Background: an optimization exercise with open tools, aiming at small area. Do not read the settings as production practice.
In this exercise RTL edits were held to simulation tests only and were not proved equivalent to the original.

==> flow/design.v, too long to show whole: its modules and the start of the top module <==
// module dds_mod_dds: 170 lines
// module dds_mod_dds_sine: 862 lines
// module dp_mod: 1168 lines
module dp_mod
	(
	input signed [15:0] id_data,	 
	input [23:0] id_frec_por,		 
	input [15:0] id_im_am,			 
	input [15:0] id_im_fm,			 
	input ic_fm_am, 				 
	input ic_rst,					 
	input ic_val_data,
	input clk,
	output signed [15:0] od_data,	 
	output oc_val_data
	);
  // ...
==> flow/flow/run.sh <==
#!/bin/bash
set -euo pipefail
R=orfs/results/sky130hd/dp_mod/base
bash standard.sh synth > standard_synth.log 2>&1
cp "$R/1_2_yosys.v" 1_2_yosys.std.v
python3 flow/invopt.py 1_2_yosys.std.v "$R/1_2_yosys.v" > invopt.log 2>&1
rm -f "$R/1_synth.odb"
bash standard.sh "BUFFER_PORTS_ARGS=-buffer_cell sky130_fd_sc_hd__buf_1" finish > standard.log 2>&1
==> flow/flow/invopt.py <==
#!/usr/bin/env python3
"""Inverter minimisation on a yosys gate-level netlist (sky130hd cells).
Full adders are self-dual: complementing all three inputs complements both outputs, so
each FA may be flipped. XOR2/XNOR2 absorb input inversions and may flip their output by
swapping xor2<->xnor2 (same footprint family). Inverter chains are collapsed and rebuilt
so that each signal needs at most one inverter. Registers and all other cells are kept.
usage: invopt.py in.v out.v"""
import re, sys, random
src=open(sys.argv[1]).read()
m=re.search(r'(module\s+\w+\s*\(.*?\);)(.*?)(endmodule)',src,re.S)
head,body,tail=m.group(1),m.group(2),m.group(3)
# split body into statements
stmts=[s.strip() for s in re.split(r';\s*\n',body) if s.strip()]
decls=[]; cells=[]
cellre=re.compile(r'^(\S+)\s+(\S+|\\\S+\s)\s*\((.*)\)$',re.S)
portnets=set(); outports=set(); inports=set()
for s in stmts:
    if re.match(r'^(input|output|wire|inout)\b',s):
        decls.append(s)
        mm=re.match(r'^(input|output)\s*(\[(\d+):(\d+)\])?\s*(\S+)$',s)
        if mm:
            nm=mm.group(5)
            if mm.group(2):
                hi,lo=int(mm.group(3)),int(mm.group(4))
                bits=[f"{nm}[{i}]" for i in range(min(hi,lo),max(hi,lo)+1)]
            else: bits=[nm]
            (outports if mm.group(1)=='output' else inports).update(bits)
        continue
    if s.startswith('assign'): raise SystemExit('assign not supported')
    mm=cellre.match(s)
    if not mm: raise SystemExit('cannot parse: '+s[:200])
    typ,name,pins=mm.group(1),mm.group(2).strip(),mm.group(3)
    pd={}
    for p,n in re.findall(r'\.(\w+)\(\s*((?:\\\S+\s)|[^()]*?)\s*\)',pins):
        pd[p]=n.strip()
    cells.append([typ,name,pd])
def short(t): return t.replace('sky130_fd_sc_hd__','')
OUTP={'X','Y','Q','Q_N','SUM','COUT','HI','LO'}
def is_inv(t): return re.match(r'(clk)?inv_\d+$',short(t)) is not None
def is_fa(t): return re.match(r'fa_\d+$',short(t)) is not None
def is_xor(t): return re.match(r'x(n)?or2_\d+$',short(t)) is not None
def is_ha(t): return re.match(r'ha_\d+$',short(t)) is not None
def netkey(n): return n
drv={}
for i,(t,nm,pd) in enumerate(cells):
    for p,n in pd.items():
        if p in OUTP: drv[n]=(i,p)
# inverters to collapse: those whose output is not a port
collapse=set()
for i,(t,nm,pd) in enumerate(cells):
    if is_inv(t) and pd['Y'] not in outports: collapse.add(i)
def root(n):
    par=0; seen=0
    while n in drv and drv[n][0] in collapse:
        i=drv[n][0]; n=cells[i][2]['A']; par^=1; seen+=1
        if seen>1000: raise SystemExit('loop')
    return n,par
# loads: list of (cell idx, pin, root, parity)
loads=[]
for i,(t,nm,pd) in enumerate(cells):
    if i in collapse: continue
    for p,n in pd.items():
        if p in OUTP: continue
        if n.startswith("1'") or n=='' : continue
        r,par=root(n)
        loads.append((i,p,r,par))
# output ports driven by collapsed inverters? (excluded from collapse) ; output ports driven directly are fine
# variables
var={}  # cell idx -> 0/1 flip
for i,(t,nm,pd) in enumerate(cells):
    if i in collapse: continue
    if is_fa(t) or is_xor(t) or is_ha(t): var[i]=0
def drvflip(r):
    if r in drv:
        i,p=drv[r]
        if i in var:
            if is_ha(cells[i][0]): return (var[i]>>(1 if p=='COUT' else 0))&1
            return var[i]
    return 0
loads_by_root={}
for L in loads: loads_by_root.setdefault(L[2],[]).append(L)
def needs(L):
    i,p,r,par=L
    t=cells[i][0]
    if is_xor(t) and i in var: return 0
    lf=var.get(i,0) if is_fa(t) else 0
    return par ^ lf ^ drvflip(r)
def rootcost(r):
    c=4*(1 if any(needs(L) for L in loads_by_root.get(r,[])) else 0)
    if r in drv:
        i,p=drv[r]
        if i in var and is_ha(cells[i][0]) and p=='SUM' and var[i]==1: c+=3
    return c
# roots affected by a var: its output nets and its input roots
aff={}
for i in var:
    rs=set()
    for p,n in cells[i][2].items():
        if p in OUTP: rs.add(n)
    for L in loads:
        pass
    aff[i]=rs
for L in loads:
    if L[0] in var: aff[L[0]].add(L[2])
allroots=set(loads_by_root)
def total(): return sum(rootcost(r) for r in allroots)
c0=total(); print('cost before:',c0,'original inverter cells:',len(collapse),file=sys.stderr)
random.seed(1)
import math
order=list(var)
cur=total(); best=cur; bestvar=dict(var)
T=1.0
for step in range(200000):
    i=random.choice(order)
    before=sum(rootcost(r) for r in aff[i])
    old=var[i]
    if is_ha(cells[i][0]): var[i]=random.choice([x for x in range(4) if x!=old])
    else: var[i]^=1
    after=sum(rootcost(r) for r in aff[i])
    d=after-before
    if d<=0 or random.random()<math.exp(-d/(4*T)):
        cur+=d
        if cur<best: best=cur; bestvar=dict(var)
    else: var[i]=old
    T=max(0.02,1.0*(1-step/150000))
var.update(bestvar)
c1=total(); print('after:',c1,file=sys.stderr)
# emit
newcells=[]; newwires=[]; invnet={}
def inv_of(r):
    if r not in invnet:
        k=len(invnet); n=f"_invopt_{k}_"; invnet[r]=n; newwires.append(n)
        newcells.append(('sky130_fd_sc_hd__inv_1',f"_invopt_c{k}_",{'A':r,'Y':n}))
    return invnet[r]
load_map={}
for L in loads:
    i,p,r,par=L
    t=cells[i][0]
    if is_xor(t) and i in var:
        load_map[(i,p)]=(r, par ^ drvflip(r))  # connect root directly; record delivered inversion
    else:
        load_map[(i,p)]=(inv_of(r) if needs(L) else r, 0)
out=[]
for i,(t,nm,pd) in enumerate(cells):
    if i in collapse: continue
    pd=dict(pd)
    if is_xor(t) and i in var:
        d=0
        for p in list(pd):
            if p in OUTP: continue
            if (i,p) in load_map:
                n,dv=load_map[(i,p)]; pd[p]=n; d^=dv
        orig_xnor = 'xnor' in short(t)
        new_xnor = orig_xnor ^ var[i] ^ d
        drive=short(t).split('_')[-1]
        t=f"sky130_fd_sc_hd__{'xnor2' if new_xnor else 'xor2'}_{drive}"
        onet=pd.pop('X',None) or pd.pop('Y')
        pd['Y' if new_xnor else 'X']=onet
    elif is_ha(t) and i in var and var[i]!=0:
        for p in list(pd):
            if (i,p) in load_map: pd[p]=load_map[(i,p)][0]
        sf=var[i]&1; cf=(var[i]>>1)&1
        out.append(('sky130_fd_sc_hd__xnor2_1' if sf else 'sky130_fd_sc_hd__xor2_1', nm+'_s' if not nm.startswith('\\') else nm+'_s', {'A':pd['A'],'B':pd['B'],('Y' if sf else 'X'):pd['SUM']}))
        out.append(('sky130_fd_sc_hd__nand2_1' if cf else 'sky130_fd_sc_hd__and2_1', nm+'_c', {'A':pd['A'],'B':pd['B'],('Y' if cf else 'X'):pd['COUT']}))
        continue
    else:
        for p in list(pd):
            if (i,p) in load_map: pd[p]=load_map[(i,p)][0]
    out.append((t,nm,pd))
# size new inverters by fanout (inv_2 has the same area as inv_1 in sky130hd)
fo={}
for (i,p),(n,_) in load_map.items(): fo[n]=fo.get(n,0)+1
newcells=[(('sky130_fd_sc_hd__inv_2' if fo.get(pd['Y'],0)>3 else t),nm,pd) for (t,nm,pd) in newcells]
out+=newcells
def emit(t,nm,pd):
    ps=",\n".join(f"    .{p}({n} )" for p,n in pd.items())
    return f"  {t} {nm} (\n{ps}\n  );"
# FA flips: output nets unchanged names; their loads were computed with flips. Note an FA output that
# feeds a port directly (not through inverter) with flip=1 would be wrong: guard
for i in var:
    if var[i] and is_fa(cells[i][0]):
        for p,n in cells[i][2].items():
            if p in OUTP and n in outports: raise SystemExit('flipped FA drives port')
    if var[i] and is_ha(cells[i][0]):
        for p,n in cells[i][2].items():
            if p in OUTP and n in outports: raise SystemExit('flipped HA drives port')
    if var[i] and is_xor(cells[i][0]):
        for p,n in cells[i][2].items():
            if p in OUTP and n in outports: raise SystemExit('flipped XOR drives port')
res=head+"\n"+"\n".join("  "+d+" ;" for d in decls)+"\n"+"\n".join(f"  wire {w} ;" for w in newwires)+"\n"+"\n".join(emit(*c) for c in out)+"\n"+tail+"\n"
open(sys.argv[2],'w').write(res)
print('inverter cells after:',len(newcells),file=sys.stderr)
==> flow/standard.sh <==
#!/bin/bash
# synth_recipe.tcl (not shown) runs the flow's synth.tcl, then flattens the netlist and writes it again
# the make line also repeats each setting of config.mk as NAME=value (left out here)
make -C /OpenROAD-flow-scripts/flow DESIGN_CONFIG=/design/flow/config.mk WORK_HOME=/design/flow/orfs CLKGATE_MAP_FILE= SYNTH_SCRIPT=/design/flow/synth_recipe.tcl "${@:-finish}"
==> flow/config.mk <==
export PLATFORM = sky130hd
export DESIGN_NAME = dp_mod
export DESIGN_NICKNAME = dp_mod
export VERILOG_FILES = /design/flow/design.v
export SDC_FILE = /design/flow/constraint.sdc
export NUM_CORES = 4
export LEC_CHECK = 0
export ABC_AREA = 1
export CAP_MARGIN = 20
export CORE_MARGIN = 2
export CORE_UTILIZATION = 55
export CTS_CLUSTER_DIAMETER = 70
export CTS_CLUSTER_SIZE = 30
export GPL_TIMING_DRIVEN = 1
export PLACE_DENSITY = 0.65
export SLEW_MARGIN = 20
export SYNTH_MEMORY_MAX_BITS = 131072
==> flow/constraint.sdc <==
create_clock -name core_clock -period 12.0 [get_ports {clk}]
set_input_delay 2.4000 -clock core_clock [delete_from_list [all_inputs] [get_ports {clk}]]
set_output_delay 2.4000 -clock core_clock [all_outputs]
set_load 0.01 [all_outputs]
==> impl_metrics.yaml, run 1 <==
grt:
  busiest_layer: "met2"
drt:
  wl_per_cell_um: 25.2
  wl_um: 97300
  dr_wl_met2_um: 42500
sta:
  finClkSkew_ns: 0.0176
  tightest_slew_ns: 1.10
worst_setup_path:
  critPathCaptureType: "flip-flop"
  worst_setup_path_start_kind: "flip-flop"
  critical_path.max_stage_delay_ns: 0.55
die:
  coreArea_um2: 46600
  placementRows: 79
min_path:
  holdPathEnd: "d2[14]"
  holdCritStartpoint: "d1[14]"
finish:
  buffer_area_frac: 0.0411
  multi_input_area_share: 0.699
  inverters_excl_clock: 373
  n_clock_buffer: 14
  nFillCells: 4135
  nNetsFinal: 3756
status:
  outcome: "timing/DRC/antenna clean"
yosys:
  synth_cells: 3202
cts:
  clkTransAtPathRegs_ns: 0.12
  cts_resized: 0
placement:
  postPlaceCellArea_um2: 27200
==> run 2, diff against run 1 <==
--- a/flow/design.v
+++ b/flow/design.v
@@ -1083,17 +1083,18 @@
 wire ms401, ms402, ms403, ms404, ms405, ms406, ms407, ms408, ms409, ms410, ms411, ms412, ms413, ms414, ms415, ms416;
 wire ms417, ms418, ms419, ms420, ms421, ms422, ms423, ms424, ms425, ms426, ms427, ms428, ms429, ms430, ms431, ms432;
 wire ms433, ms434, ms435, ms436, ms437, ms438, ms439, ms440, ms441, ms442, ms443, ms444, ms445, ms446, ms447, ms448;
 wire ms449, ms450, ms451, ms452, ms453, ms454, ms455, ms456, ms457, ms458, ms459, ms460, ms461, ms462, ms463, ms464;
 wire ms465, ms466, ms467, ms468, ms469, ms470, ms471, ms472, ms473, ms474, ms475, ms476, ms477, ms478, ms479, ms480;
 wire ms481, ms482, ms483, ms484, ms485, ms486, ms487, ms488, ms489, ms490, ms491, ms492, ms493, ms494, ms495, ms496;
 wire ms497, ms498, ms499, ms500, ms501, ms502, ms503, ms504, ms505, ms506, ms507, ms508, ms509, ms510, ms511, ms512;
 wire ms513, ms514, ms515, ms516, ms517, ms518, ms519, ms520, ms521, ms522, ms523, ms524, ms525, ms526, ms527, ms528;
-wire ms529, ms530, ms531, ms532, ms533, ms534, ms535, ms536, ms537;
+wire ms529, ms530, ms531, ms532, ms533, ms534, ms535, ms536, ms537, ms538, ms539, ms540, ms541, ms542, ms543, ms544;
+wire ms545, ms546, ms547, ms548, ms549, ms550, ms551, ms552, ms553;
 assign ms1 = (yq[1] & ~yq[0] & ~1'b0) | (~yq[1] & yq[0] & 1'b0);
 assign ms2 = yq[1] ^ sneg;
 assign ms3 = ((yq[0] & mx[0])) ^ ms2;
 assign ms4 = ((yq[0] & mx[1]) | (ms1 & mx[0])) ^ ms2;
 assign ms5 = ((yq[0] & mx[2]) | (ms1 & mx[1])) ^ ms2;
 assign ms6 = ((yq[0] & mx[3]) | (ms1 & mx[2])) ^ ms2;
 assign ms7 = ((yq[0] & mx[4]) | (ms1 & mx[3])) ^ ms2;
 assign ms8 = ((yq[0] & mx[5]) | (ms1 & mx[4])) ^ ms2;
@@ -1536,102 +1537,118 @@
 assign ms445 = ms382 ^ ms383 ^ ms444;
 assign ms446 = (ms382 & ms383) | (ms382 & ms444) | (ms383 & ms444);
 assign ms447 = ms384 ^ ms385 ^ ms446;
 assign ms448 = (ms384 & ms385) | (ms384 & ms446) | (ms385 & ms446);
 assign ms449 = ms386 ^ ms387 ^ ms448;
 assign ms450 = (ms386 & ms387) | (ms386 & ms448) | (ms387 & ms448);
 assign ms451 = ms388 ^ ms389 ^ ms450;
 assign ms452 = (ms388 & ms389) | (ms388 & ms450) | (ms389 & ms450);
-assign ms453 = ms390 ^ ms391 ^ ms452;
-assign ms454 = (ms390 & ms391) | (ms390 & ms452) | (ms391 & ms452);
-assign ms455 = ms392 ^ ms393 ^ ms454;
-assign ms456 = (ms392 & ms393) | (ms392 & ms454) | (ms393 & ms454);
-assign ms457 = ms394 ^ ms395 ^ ms456;
-assign ms458 = (ms394 & ms395) | (ms394 & ms456) | (ms395 & ms456);
-assign ms459 = ms396 ^ ms397 ^ ms458;
-assign ms460 = (ms396 & ms397) | (ms396 & ms458) | (ms397 & ms458);
-assign ms461 = ms398 ^ ms399 ^ ms460;
-assign ms462 = (ms398 & ms399) | (ms398 & ms460) | (ms399 & ms460);
-assign ms463 = ms400 ^ ms401;
-assign ms464 = ms400 & ms401;
-assign ms465 = ~(ms400 ^ ms401);
-assign ms466 = ms400 | ms401;
-assign ms467 = ms402 ^ ms403 ^ ms464;
-assign ms468 = (ms402 & ms403) | (ms402 & ms464) | (ms403 & ms464);
-assign ms469 = ms402 ^ ms403 ^ ms466;
-assign ms470 = (ms402 & ms403) | (ms402 & ms466) | (ms403 & ms466);
-assign ms471 = ms404 ^ ms405 ^ ms468;
-assign ms472 = (ms404 & ms405) | (ms404 & ms468) | (ms405 & ms468);
-assign ms473 = ms404 ^ ms405 ^ ms470;
-assign ms474 = (ms404 & ms405) | (ms404 & ms470) | (ms405 & ms470);
-assign ms475 = ms406 ^ ms407 ^ ms472;
-assign ms476 = (ms406 & ms407) | (ms406 & ms472) | (ms407 & ms472);
-assign ms477 = ms406 ^ ms407 ^ ms474;
-assign ms478 = (ms406 & ms407) | (ms406 & ms474) | (ms407 & ms474);
-assign ms479 = ms408 ^ ms409 ^ ms476;
-assign ms480 = (ms408 & ms409) | (ms408 & ms476) | (ms409 & ms476);
-assign ms481 = ms408 ^ ms409 ^ ms478;
-assign ms482 = (ms408 & ms409) | (ms408 & ms478) | (ms409 & ms478);
-assign ms483 = ms410 ^ ms411 ^ ms480;
-assign ms484 = (ms410 & ms411) | (ms410 & ms480) | (ms411 & ms480);
-assign ms485 = ms410 ^ ms411 ^ ms482;
-assign ms486 = (ms410 & ms411) | (ms410 & ms482) | (ms411 & ms482);
-assign ms487 = ms412 ^ ms413 ^ ms484;
-assign ms488 = (ms412 & ms413) | (ms412 & ms484) | (ms413 & ms484);
-assign ms489 = ms412 ^ ms413 ^ ms486;
-assign ms490 = (ms412 & ms413) | (ms412 & ms486) | (ms413 & ms486);
-assign ms491 = ms414 ^ ms415 ^ ms488;
-assign ms492 = (ms414 & ms415) | (ms414 & ms488) | (ms415 & ms488);
-assign ms493 = ms414 ^ ms415 ^ ms490;
-assign ms494 = (ms414 & ms415) | (ms414 & ms490) | (ms415 & ms490);
-assign ms495 = ms416 ^ ms417 ^ ms492;
-assign ms496 = (ms416 & ms417) | (ms416 & ms492) | (ms417 & ms492);
-assign ms497 = ms416 ^ ms417 ^ ms494;
-assign ms498 = (ms416 & ms417) | (ms416 & ms494) | (ms417 & ms494);
-assign ms499 = ms418 ^ ms419 ^ ms496;
-assign ms500 = (ms418 & ms419) | (ms418 & ms496) | (ms419 & ms496);
-assign ms501 = ms418 ^ ms419 ^ ms498;
-assign ms502 = (ms418 & ms419) | (ms418 & ms498) | (ms419 & ms498);
-assign ms503 = ms420 ^ ms421 ^ ms500;
-assign ms504 = (ms420 & ms421) | (ms420 & ms500) | (ms421 & ms500);
-assign ms505 = ms420 ^ ms421 ^ ms502;
-assign ms506 = (ms420 & ms421) | (ms420 & ms502) | (ms421 & ms502);
-assign ms507 = ms422 ^ ms423 ^ ms504;
-assign ms508 = (ms422 & ms423) | (ms422 & ms504) | (ms423 & ms504);
-assign ms509 = ms422 ^ ms423 ^ ms506;
-assign ms510 = (ms422 & ms423) | (ms422 & ms506) | (ms423 & ms506);
-assign ms511 = ms424 ^ ms425 ^ ms508;
-assign ms512 = (ms424 & ms425) | (ms424 & ms508) | (ms425 & ms508);
-assign ms513 = ms424 ^ ms425 ^ ms510;
-assign ms514 = (ms424 & ms425) | (ms424 & ms510) | (ms425 & ms510);
-assign ms515 = ms426 ^ ms427 ^ ms512;
-assign ms516 = (ms426 & ms427) | (ms426 & ms512) | (ms427 & ms512);
-assign ms517 = ms426 ^ ms427 ^ ms514;
-assign ms518 = (ms426 & ms427) | (ms426 & ms514) | (ms427 & ms514);
-assign ms519 = ms428 ^ ms429 ^ ms516;
-assign ms520 = (ms428 & ms429) | (ms428 & ms516) | (ms429 & ms516);
-assign ms521 = ms428 ^ ms429 ^ ms518;
-assign ms522 = (ms428 & ms429) | (ms428 & ms518) | (ms429 & ms518);
-assign ms523 = ms462 ? ms465 : ms463;
-assign ms524 = ms462 ? ms469 : ms467;
-assign ms525 = ms462 ? ms473 : ms471;
-assign ms526 = ms462 ? ms477 : ms475;
-assign ms527 = ms462 ? ms481 : ms479;
-assign ms528 = ms462 ? ms485 : ms483;
-assign ms529 = ms462 ? ms489 : ms487;
-assign ms530 = ms462 ? ms493 : ms491;
-assign ms531 = ms462 ? ms497 : ms495;
-assign ms532 = ms462 ? ms501 : ms499;
-assign ms533 = ms462 ? ms505 : ms503;
-assign ms534 = ms462 ? ms509 : ms507;
-assign ms535 = ms462 ? ms513 : ms511;
-assign ms536 = ms462 ? ms517 : ms515;
-assign ms537 = ms462 ? ms521 : ms519;
-wire [30:0] pm = {ms537, ms536, ms535, ms534, ms533, ms532, ms531, ms530, ms529, ms528, ms527, ms526, ms525, ms524, ms523, ms461, ms459, ms457, ms455, ms453, ms451, ms449, ms447, ms445, ms443, ms441, ms439, ms437, ms435, ms433, ms431};
+assign ms453 = ms390 ^ ms391;
+assign ms454 = ms390 & ms391;
+assign ms455 = ~(ms390 ^ ms391);
+assign ms456 = ms390 | ms391;
+assign ms457 = ms392 ^ ms393 ^ ms454;
+assign ms458 = (ms392 & ms393) | (ms392 & ms454) | (ms393 & ms454);
+assign ms459 = ms392 ^ ms393 ^ ms456;
+assign ms460 = (ms392 & ms393) | (ms392 & ms456) | (ms393 & ms456);
+assign ms461 = ms394 ^ ms395 ^ ms458;
+assign ms462 = (ms394 & ms395) | (ms394 & ms458) | (ms395 & ms458);
+assign ms463 = ms394 ^ ms395 ^ ms460;
+assign ms464 = (ms394 & ms395) | (ms394 & ms460) | (ms395 & ms460);
+assign ms465 = ms396 ^ ms397 ^ ms462;
+assign ms466 = (ms396 & ms397) | (ms396 & ms462) | (ms397 & ms462);
+assign ms467 = ms396 ^ ms397 ^ ms464;
+assign ms468 = (ms396 & ms397) | (ms396 & ms464) | (ms397 & ms464);
+assign ms469 = ms398 ^ ms399 ^ ms466;
+assign ms470 = (ms398 & ms399) | (ms398 & ms466) | (ms399 & ms466);
+assign ms471 = ms398 ^ ms399 ^ ms468;
+assign ms472 = (ms398 & ms399) | (ms398 & ms468) | (ms399 & ms468);
+assign ms473 = ms400 ^ ms401 ^ ms470;
+assign ms474 = (ms400 & ms401) | (ms400 & ms470) | (ms401 & ms470);
+assign ms475 = ms400 ^ ms401 ^ ms472;
+assign ms476 = (ms400 & ms401) | (ms400 & ms472) | (ms401 & ms472);
+assign ms477 = ms402 ^ ms403 ^ ms474;
+assign ms478 = (ms402 & ms403) | (ms402 & ms474) | (ms403 & ms474);
+assign ms479 = ms402 ^ ms403 ^ ms476;
+assign ms480 = (ms402 & ms403) | (ms402 & ms476) | (ms403 & ms476);
+assign ms481 = ms404 ^ ms405 ^ ms478;
+assign ms482 = (ms404 & ms405) | (ms404 & ms478) | (ms405 & ms478);
+assign ms483 = ms404 ^ ms405 ^ ms480;
+assign ms484 = (ms404 & ms405) | (ms404 & ms480) | (ms405 & ms480);
+assign ms485 = ms406 ^ ms407 ^ ms482;
+assign ms486 = (ms406 & ms407) | (ms406 & ms482) | (ms407 & ms482);
+assign ms487 = ms406 ^ ms407 ^ ms484;
+assign ms488 = (ms406 & ms407) | (ms406 & ms484) | (ms407 & ms484);
+assign ms489 = ms408 ^ ms409 ^ ms486;
+assign ms490 = (ms408 & ms409) | (ms408 & ms486) | (ms409 & ms486);
+assign ms491 = ms408 ^ ms409 ^ ms488;
+assign ms492 = (ms408 & ms409) | (ms408 & ms488) | (ms409 & ms488);
+assign ms493 = ms452 ? ms455 : ms453;
+assign ms494 = ms452 ? ms459 : ms457;
+assign ms495 = ms452 ? ms463 : ms461;
+assign ms496 = ms452 ? ms467 : ms465;
+assign ms497 = ms452 ? ms471 : ms469;
+assign ms498 = ms452 ? ms475 : ms473;
+assign ms499 = ms452 ? ms479 : ms477;
+assign ms500 = ms452 ? ms483 : ms481;
+assign ms501 = ms452 ? ms487 : ms485;
+assign ms502 = ms452 ? ms491 : ms489;
+assign ms503 = ms452 ? ms492 : ms490;
+assign ms504 = ms410 ^ ms411;
+assign ms505 = ms410 & ms411;
+assign ms506 = ~(ms410 ^ ms411);
+assign ms507 = ms410 | ms411;
+assign ms508 = ms412 ^ ms413 ^ ms505;
+assign ms509 = (ms412 & ms413) | (ms412 & ms505) | (ms413 & ms505);
+assign ms510 = ms412 ^ ms413 ^ ms507;
+assign ms511 = (ms412 & ms413) | (ms412 & ms507) | (ms413 & ms507);
+assign ms512 = ms414 ^ ms415 ^ ms509;
+assign ms513 = (ms414 & ms415) | (ms414 & ms509) | (ms415 & ms509);
+assign ms514 = ms414 ^ ms415 ^ ms511;
+assign ms515 = (ms414 & ms415) | (ms414 & ms511) | (ms415 & ms511);
+assign ms516 = ms416 ^ ms417 ^ ms513;
+assign ms517 = (ms416 & ms417) | (ms416 & ms513) | (ms417 & ms513);
+assign ms518 = ms416 ^ ms417 ^ ms515;
+assign ms519 = (ms416 & ms417) | (ms416 & ms515) | (ms417 & ms515);
+assign ms520 = ms418 ^ ms419 ^ ms517;
+assign ms521 = (ms418 & ms419) | (ms418 & ms517) | (ms419 & ms517);
+assign ms522 = ms418 ^ ms419 ^ ms519;
+assign ms523 = (ms418 & ms419) | (ms418 & ms519) | (ms419 & ms519);
+assign ms524 = ms420 ^ ms421 ^ ms521;
+assign ms525 = (ms420 & ms421) | (ms420 & ms521) | (ms421 & ms521);
+assign ms526 = ms420 ^ ms421 ^ ms523;
+assign ms527 = (ms420 & ms421) | (ms420 & ms523) | (ms421 & ms523);
+assign ms528 = ms422 ^ ms423 ^ ms525;
+assign ms529 = (ms422 & ms423) | (ms422 & ms525) | (ms423 & ms525);
+assign ms530 = ms422 ^ ms423 ^ ms527;
+assign ms531 = (ms422 & ms423) | (ms422 & ms527) | (ms423 & ms527);
+assign ms532 = ms424 ^ ms425 ^ ms529;
+assign ms533 = (ms424 & ms425) | (ms424 & ms529) | (ms425 & ms529);
+assign ms534 = ms424 ^ ms425 ^ ms531;
+assign ms535 = (ms424 & ms425) | (ms424 & ms531) | (ms425 & ms531);
+assign ms536 = ms426 ^ ms427 ^ ms533;
+assign ms537 = (ms426 & ms427) | (ms426 & ms533) | (ms427 & ms533);
+assign ms538 = ms426 ^ ms427 ^ ms535;
+assign ms539 = (ms426 & ms427) | (ms426 & ms535) | (ms427 & ms535);
+assign ms540 = ms428 ^ ms429 ^ ms537;
+assign ms541 = (ms428 & ms429) | (ms428 & ms537) | (ms429 & ms537);
+assign ms542 = ms428 ^ ms429 ^ ms539;
+assign ms543 = (ms428 & ms429) | (ms428 & ms539) | (ms429 & ms539);
+assign ms544 = ms503 ? ms506 : ms504;
+assign ms545 = ms503 ? ms510 : ms508;
+assign ms546 = ms503 ? ms514 : ms512;
+assign ms547 = ms503 ? ms518 : ms516;
+assign ms548 = ms503 ? ms522 : ms520;
+assign ms549 = ms503 ? ms526 : ms524;
+assign ms550 = ms503 ? ms530 : ms528;
+assign ms551 = ms503 ? ms534 : ms532;
+assign ms552 = ms503 ? ms538 : ms536;
+assign ms553 = ms503 ? ms542 : ms540;
+wire [30:0] pm = {ms553, ms552, ms551, ms550, ms549, ms548, ms547, ms546, ms545, ms544, ms502, ms501, ms500, ms499, ms498, ms497, ms496, ms495, ms494, ms493, ms451, ms449, ms447, ms445, ms443, ms441, ms439, ms437, ms435, ms433, ms431};
 wire [15:0] pxs = {1'b0, sin_y} ^ {16{sin_s}};
 wire ng1, ng2, ng3, ng4, ng5, ng6, ng7, ng8, ng9, ng10, ng11, ng12, ng13, ng14, ng15, ng16;
 wire ng17, ng18, ng19, ng20, ng21, ng22, ng23, ng24, ng25, ng26, ng27, ng28, ng29, ng30, ng31, ng32;
 wire ng33, ng34, ng35, ng36, ng37, ng38, ng39;
 assign ng1 = pxs[0] ^ sin_s;
 assign ng2 = pxs[0] & sin_s;
 assign ng3 = pxs[1] ^ ng2;
 assign ng4 = pxs[1] & ng2;
--- a/flow/config.mk
+++ b/flow/config.mk
@@ -6,12 +6,12 @@
 export NUM_CORES = 4
 export LEC_CHECK = 0
 export ABC_AREA = 1
 export CAP_MARGIN = 20
 export CORE_MARGIN = 2
 export CORE_UTILIZATION = 55
 export CTS_CLUSTER_DIAMETER = 70
 export CTS_CLUSTER_SIZE = 30
-export GPL_TIMING_DRIVEN = 1
+export GPL_TIMING_DRIVEN = 0
 export PLACE_DENSITY = 0.65
 export SLEW_MARGIN = 20
 export SYNTH_MEMORY_MAX_BITS = 131072
==> run 2 against run 1 <==
Net effect:
- still clean on timing, DRC and antenna
- cell count rose by 4.2%
- hold slack improved by 0.0058 ns
- via count rose by 9.8%
- non-clock buffer count rose by 70
- synthesized area rose by 2.5%
- global-route usage rose by 7.1 points
- die area rose by 2.4%
- clock skew rose by 0.014 ns
- largest cell class unchanged
==> impl_metrics.yaml, run 2 <==
status:
  outcome: "timing/DRC/antenna clean"
grt:
  grt_antenna_before_repair: 3
  grt_max_degree: 31
  grt_overflow: 0
  grt_pass1_wl_um: 173000
  grtUsageTotal: 0.466
  grt_pass1_vias: 27600
finish:
  drive_above_1_share: 0.0889
  nFillCells: 4038
  instances_no_fill: 4025
  nNetsFinal: 3892
  final_cell_mix: "nand2_1, fa_1, nor2_1"
  reg.largest.list: "b0res (24), dds.acc (24)"
  syn2layout_area_growth_pct: 6.48
  layout_commonest_cell: "nand2_1"
  fin_util: 0.593
die:
  coreArea_um2: 47600
  die_w_um: 224
  placementRows: 80
  die_y_um: 224
  initial_core_util: 0.557
  die-area_um2: 50000
  ioPinCount: 93
flow_run:
  maxCapViolCount: 0
drt:
  first_iter_violations: 4113
  avgViaCountPerCell: 6.66
  remaining_drc_errors: 0
  vias: 26800
  ant_nets: 0
  firstDrtPassIters: 9
  wl_per_cell_um: 28.8
  wl_um: 116000
worst_setup_path:
  setup.worst_path.class: "in2reg"
  worstPathRequired_ns: 12.39
  critical_path.max_stage_delay_ns: 0.67
  worst_setup_path_start_kind: "input port"
  crit_arrival_ns: 12.07
  crit_slowest_cell: "clkbuf_1"
  critPathCaptureType: "flip-flop"
  rr_worst_depth: 47
  crit_path_max_fanout: 10
  crit_path_frequent_cell: "fa_1"
placement:
  place_ws_ns: -0.187
  portBuffers: 92
  dp_hpwl_um: 89700
  gp_congestion: 1.14
  post-place-cells: 3999
yosys:
  syn_nets: 3779
  yosysWarnings: 3
  syn_avg_cell_area_um2: 8.06
  synth_cells: 3292
  synth_area_um2: 26500
min_path:
  worst_hold_path_type: "reg2reg"
  hold_depth: 0
cts:
  clkTransAtPathRegs_ns: 0.11
  cts_buffer_depth: 3
  clock_tree.root_cell: "clkbuf_16"
  holdBufCountCts: 0
  clock-sinks: 230
  h-tree-depth: 1
  clk-insertion-delay-late_ns: 0.51
  cts-buffers-inserted: 13
  tritoncts: "yes"
sta:
  fmax_ghz: 0.0856
  hold_viol: 0
  drv_slew: 0
  hold_slack_ns: 0.332
  finClkSkew_ns: 0.0314
  post-route-period-util: 0.974
  slew_headroom: 0.0930
  fin_crit_ns: 11.68
  grt_setup_unrepaired: "no"
  setup_viol: 0
  fin_ws_ns: 0.318
  tightest_slew_ns: 1.32
==> run 2: per-layer routing <==
layer	track usage	up-vias	share of wire	routed length, µm
li1	-	11000	-	-
met1	0.563	12800	0.35	40400
met2	0.726	2265	0.44	50700
met3	0.117	729	0.12	13600
met4	0.341	0	0.097	11300
met5	0	-	0	0
==> run 2: timing repair <==
| action | 4_1_cts | 5_1_grt |
|---|---|---|
| hold endpoints to repair | 0 | 0 |
| buffers inserted | 0 | 7 |
| setup endpoints to repair | 15 | 15 |
| pin swaps | 0 | 2 |
| resized for setup | 1 | 15 |
| gates cloned | 0 | 0 |
==> run 2: worst max-delay path: cells and delay by family <==
kind / cells / cell delay [ns]
XOR/XNOR: 1 / 0.28
AND/OR/NAND/NOR: 5 / 0.37
buffers and inverters: 5 / 1.05
adder cells (fa/ha/maj): 18 / 7.48
AO/OA/AOI/OAI: 3 / 0.47
==> run 2: layout make-up <==
type                            count  area (µm²)  share of cell area
Multi-Input combinational cell   2533       19900               0.704
Sequential cell                   230        4600               0.163
Inverter                          363        1370              0.0483
Buffer                            165         795              0.0281
Tap cell                          615         769              0.0272
Timing Repair Buffer               99         410              0.0145
Clock buffer                       13         325              0.0115
Clock inverter                      5        80.1             0.00283
Antenna cell                        2        5.00            0.000177
==> run 2: path summary, 6_finish.rpt <==
| kind | from | end | slack [ns] |
|---|---|---|---|
| hold / removal | d0[0] | d1[0] | 0.33 |
| hold reg to reg | d0[0] | d1[0] | 0.33 |
| setup reg to reg | dds.z[13] | dds.sin_r[8] | 0.34 |
| setup / recovery | id_im_am[8] | mr[14] | 0.32 |
==> run 2: metrics by stage <==
stage	cell area (µm²)	setup TNS (ns)
after floorplan	26500	0
after global placement	27700	0
after detailed placement	27700	-1.43
after CTS	28100	0
after global routing	28300	0
final	28300	0
==> run 3, diff against run 2 <==
--- a/flow/config.mk
+++ b/flow/config.mk
@@ -13,3 +13,3 @@
 export CTS_CLUSTER_SIZE = 30
-export GPL_TIMING_DRIVEN = 0
+export GPL_TIMING_DRIVEN = 1
 export PLACE_DENSITY = 0.65
==> run 3 against run 2 <==
Net effect:
- still clean on timing, DRC and antenna
- first-iteration DRC count shrank 23%
- sequential cell count is the same
- die area is the same
- via count shrank 5.6%
- hold slack lost 0.014 ns
- non-clock buffer count shrank 84
- global-route usage shrank 5.5 points
- routed wire length shrank 11%
- synthesized area is the same
- utilization shrank 0.36 points
- synthesized cell count is the same
- critical endpoint is now dds.sin_r[7]
==> impl_metrics.yaml, run 3 <==
die:
  die_y_um: 224
  initial_core_util: 0.557
  die-area_um2: 50000
  coreArea_um2: 47600
  ioPinCount: 93
  placementRows: 80
  die_w_um: 224
finish:
  drive_above_1_share: 0.0950
  nNetsFinal: 3810
  syn2layout_area_growth_pct: 5.82
  final_cell_mix: "nand2_1, fa_1, nor2_1"
  layout_commonest_cell: "nand2_1"
  reg.largest.list: "b0res (24), dds.acc (24)"
sta:
  fin_crit_ns: 11.45
  tightest_slew_ns: 1.06
  drv_slew: 0
  hold_viol: 0
  fin_tns_setup_ns: 0
  fmax_ghz: 0.0873
  hold_slack_ns: 0.318
  setup_viol: 0
  post-route-period-util: 0.955
  slew_headroom: 0.287
  grt_setup_unrepaired: "no"
  finClkSkew_ns: 0.0339
cts:
  clock_tree.root_cell: "clkbuf_16"
  h-tree-depth: 1
  post_cts_buffers: 0
  cts_resized: 0
  clock-sinks: 230
  cts-buffers-inserted: 15
  tritoncts: "yes"
  clk-insertion-delay-late_ns: 0.51
  cts_buffer_depth: 3
  clkTransAtPathRegs_ns: 0.11
  holdBufCountCts: 0
worst_setup_path:
  critPathCaptureType: "flip-flop"
  worstPathRequired_ns: 12.39
  crit_arrival_ns: 11.84
  rr_worst_depth: 38
  reg2reg_from: "dds.z[13]"
  crit_path_frequent_cell: "fa_1"
  crit_path_max_fanout: 11
  worst_setup_path_start_kind: "flip-flop"
  r2r_slack_ns: 0.55
  reg2reg_to: "dds.sin_r[7]"
  critical_path.max_stage_delay_ns: 0.79
  crit_slowest_cell: "o21ai_0"
  setup.worst_path.class: "reg2reg"
drt:
  remaining_drc_errors: 0
  ant_nets: 0
  wl_um: 103000
  dr_wl_met2_um: 46800
  first_iter_violations: 3158
  wl_met3_um: 12200
  avgViaCountPerCell: 6.42
  wl_met1_um: 38600
  top_layer: "met4"
  wl_per_cell_um: 26.2
  firstDrtPassIters: 8
  vias: 25300
grt:
  grt_pass1_vias: 25900
  grt_max_degree: 54
  grt_pass1_wl_um: 156000
  grtUsageTotal: 0.411
  grt_overflow: 0
  grt_antenna_before_repair: 1
yosys:
  syn_nets: 3779
  yosysWarnings: 3
  synth_area_um2: 26500
  synth_cells: 3292
  syn_avg_cell_area_um2: 8.06
min_path:
  holdCritStartpoint: "d1[5]"
  hold_depth: 0
  holdPathEnd: "d2[5]"
  worst_hold_path_type: "reg2reg"
flow_run:
  maxCapViolCount: 0
placement:
  gp_congestion: 1.03
  dp_hpwl_um: 78500
  portBuffers: 92
status:
  outcome: "timing/DRC/antenna clean"
[run 3: changes by cell type in the layout (fill, tap and decap cells not counted), moves of 5 or more]
cell | previous run | this run
buf_1 | 107 | 92
buf_2 | 38 | 0
buf_4 | 10 | 88
buf_6 | 8 | 0
clkbuf_1 | 95 | 0
mux2i_1 | 3 | 10
mux2i_2 | 7 | 0
nand2_1 | 534 | 540
nand2_2 | 41 | 35
xor2_1 | 213 | 218
[run 3: worst max path at each step]
| stage | start | slack (ns) | endpoint | cells after the start |
|---|---|---|---|---|
| after global routing | dds.z[13] | 0.04 | dds.sin_r[7] | 47 |
| after floorplan | id_im_am[12] | 0.96 | mr[14] | 32 |
| after detailed placement | id_im_am[12] | 0.33 | mr[14] | 32 |
| final | dds.z[13] | 0.55 | dds.sin_r[7] | 38 |
| after global placement | id_im_am[12] | 0.61 | mr[14] | 32 |
| after CTS | dds.z[13] | 0.78 | dds.sin_r[7] | 46 |
[run 3: layout make-up]
cell class | instances | area (µm²)
Sequential cell | 230 | 4600
Clock buffer | 15 | 375
Tap cell | 615 | 769
Multi-Input combinational cell | 2533 | 19800
Timing Repair Buffer | 180 | 1010
Inverter | 363 | 1360
Fill cell | 4222 | 19600
Clock inverter | 6 | 160
Antenna cell | 3 | 7.51
[run 3: per-stage QoR]
stage | utilization | setup WS (ns) | cells | area, µm²
after global placement | 0.578 | 0.606 | 3921 | 27500
after global routing | 0.589 | 0.0444 | 3942 | 28100
after detailed placement | 0.578 | 0.329 | 3921 | 27500
final | 0.589 | 0.546 | 3945 | 28100
after floorplan | - | 0.959 | 3292 | 26500
after CTS | 0.589 | 0.776 | 3942 | 28100
[run 3: worst max-delay path, delay by kind of cell, from the launching register on]
kind / cells / cell delay, ns
fa+ha+maj: 16 / 5.95
xor+xnor: 1 / 0.30
simple gates: 5 / 0.68
buf+inv: 3 / 0.55
compound gates: 13 / 3.17
flops: 1 / 0.68
[run 3: per-layer routing]
| layer | track usage | up-vias |
|---|---|---|
| met3 | 0.101 | 432 |
| met5 | 0 | - |
| met1 | 0.523 | 12200 |
| li1 | - | 10900 |
| met4 | 0.191 | 0 |
| met2 | 0.662 | 1798 |

==> port drivers added, routing unchanged <==
How much do the figures lean on ideal ports? The routed layouts below were timed once more, with nothing changed but the port constraints.
Step 1 sets driving cells, clkbuf_16 on the clock port and buf_2 on the other inputs (assumed; they add their load-dependent delay and slew).
Step 2 times the ports against the registers' clock, not the clock port: input delays grow and output delays shrink by t, the midpoint of the rising clock arrivals with the driver on.
a / b / c = ideal / step 1 / step 2; a / b = the first two.
| run | t, ns | setup WS [ns] | worst hold slack (ns) | worst register clock-pin slew, ns | worst slew at a driven data input, ns |
|---|---|---|---|---|---|
| run 1 | 0.548 | 1.124 / 1.124 / 0.880 | 0.327 / 0.327 / 0.327 | 0.12 / 0.12 | 0.05 |
| run 2 | 0.549 | 0.318 / 0.340 / -0.196 | 0.332 / 0.332 / 0.332 | 0.11 / 0.11 | 0.06 |
| run 3 | 0.546 | 0.546 / 0.546 / 0.349 | 0.318 / 0.318 / 0.318 | 0.11 / 0.11 | 0.08 |
Met with ideal ports but missed after step 2: setup timing in run 2. The setup slack of run 2, which loses most, moves by +0.022 ns with the drivers and by -0.514 ns with both steps.
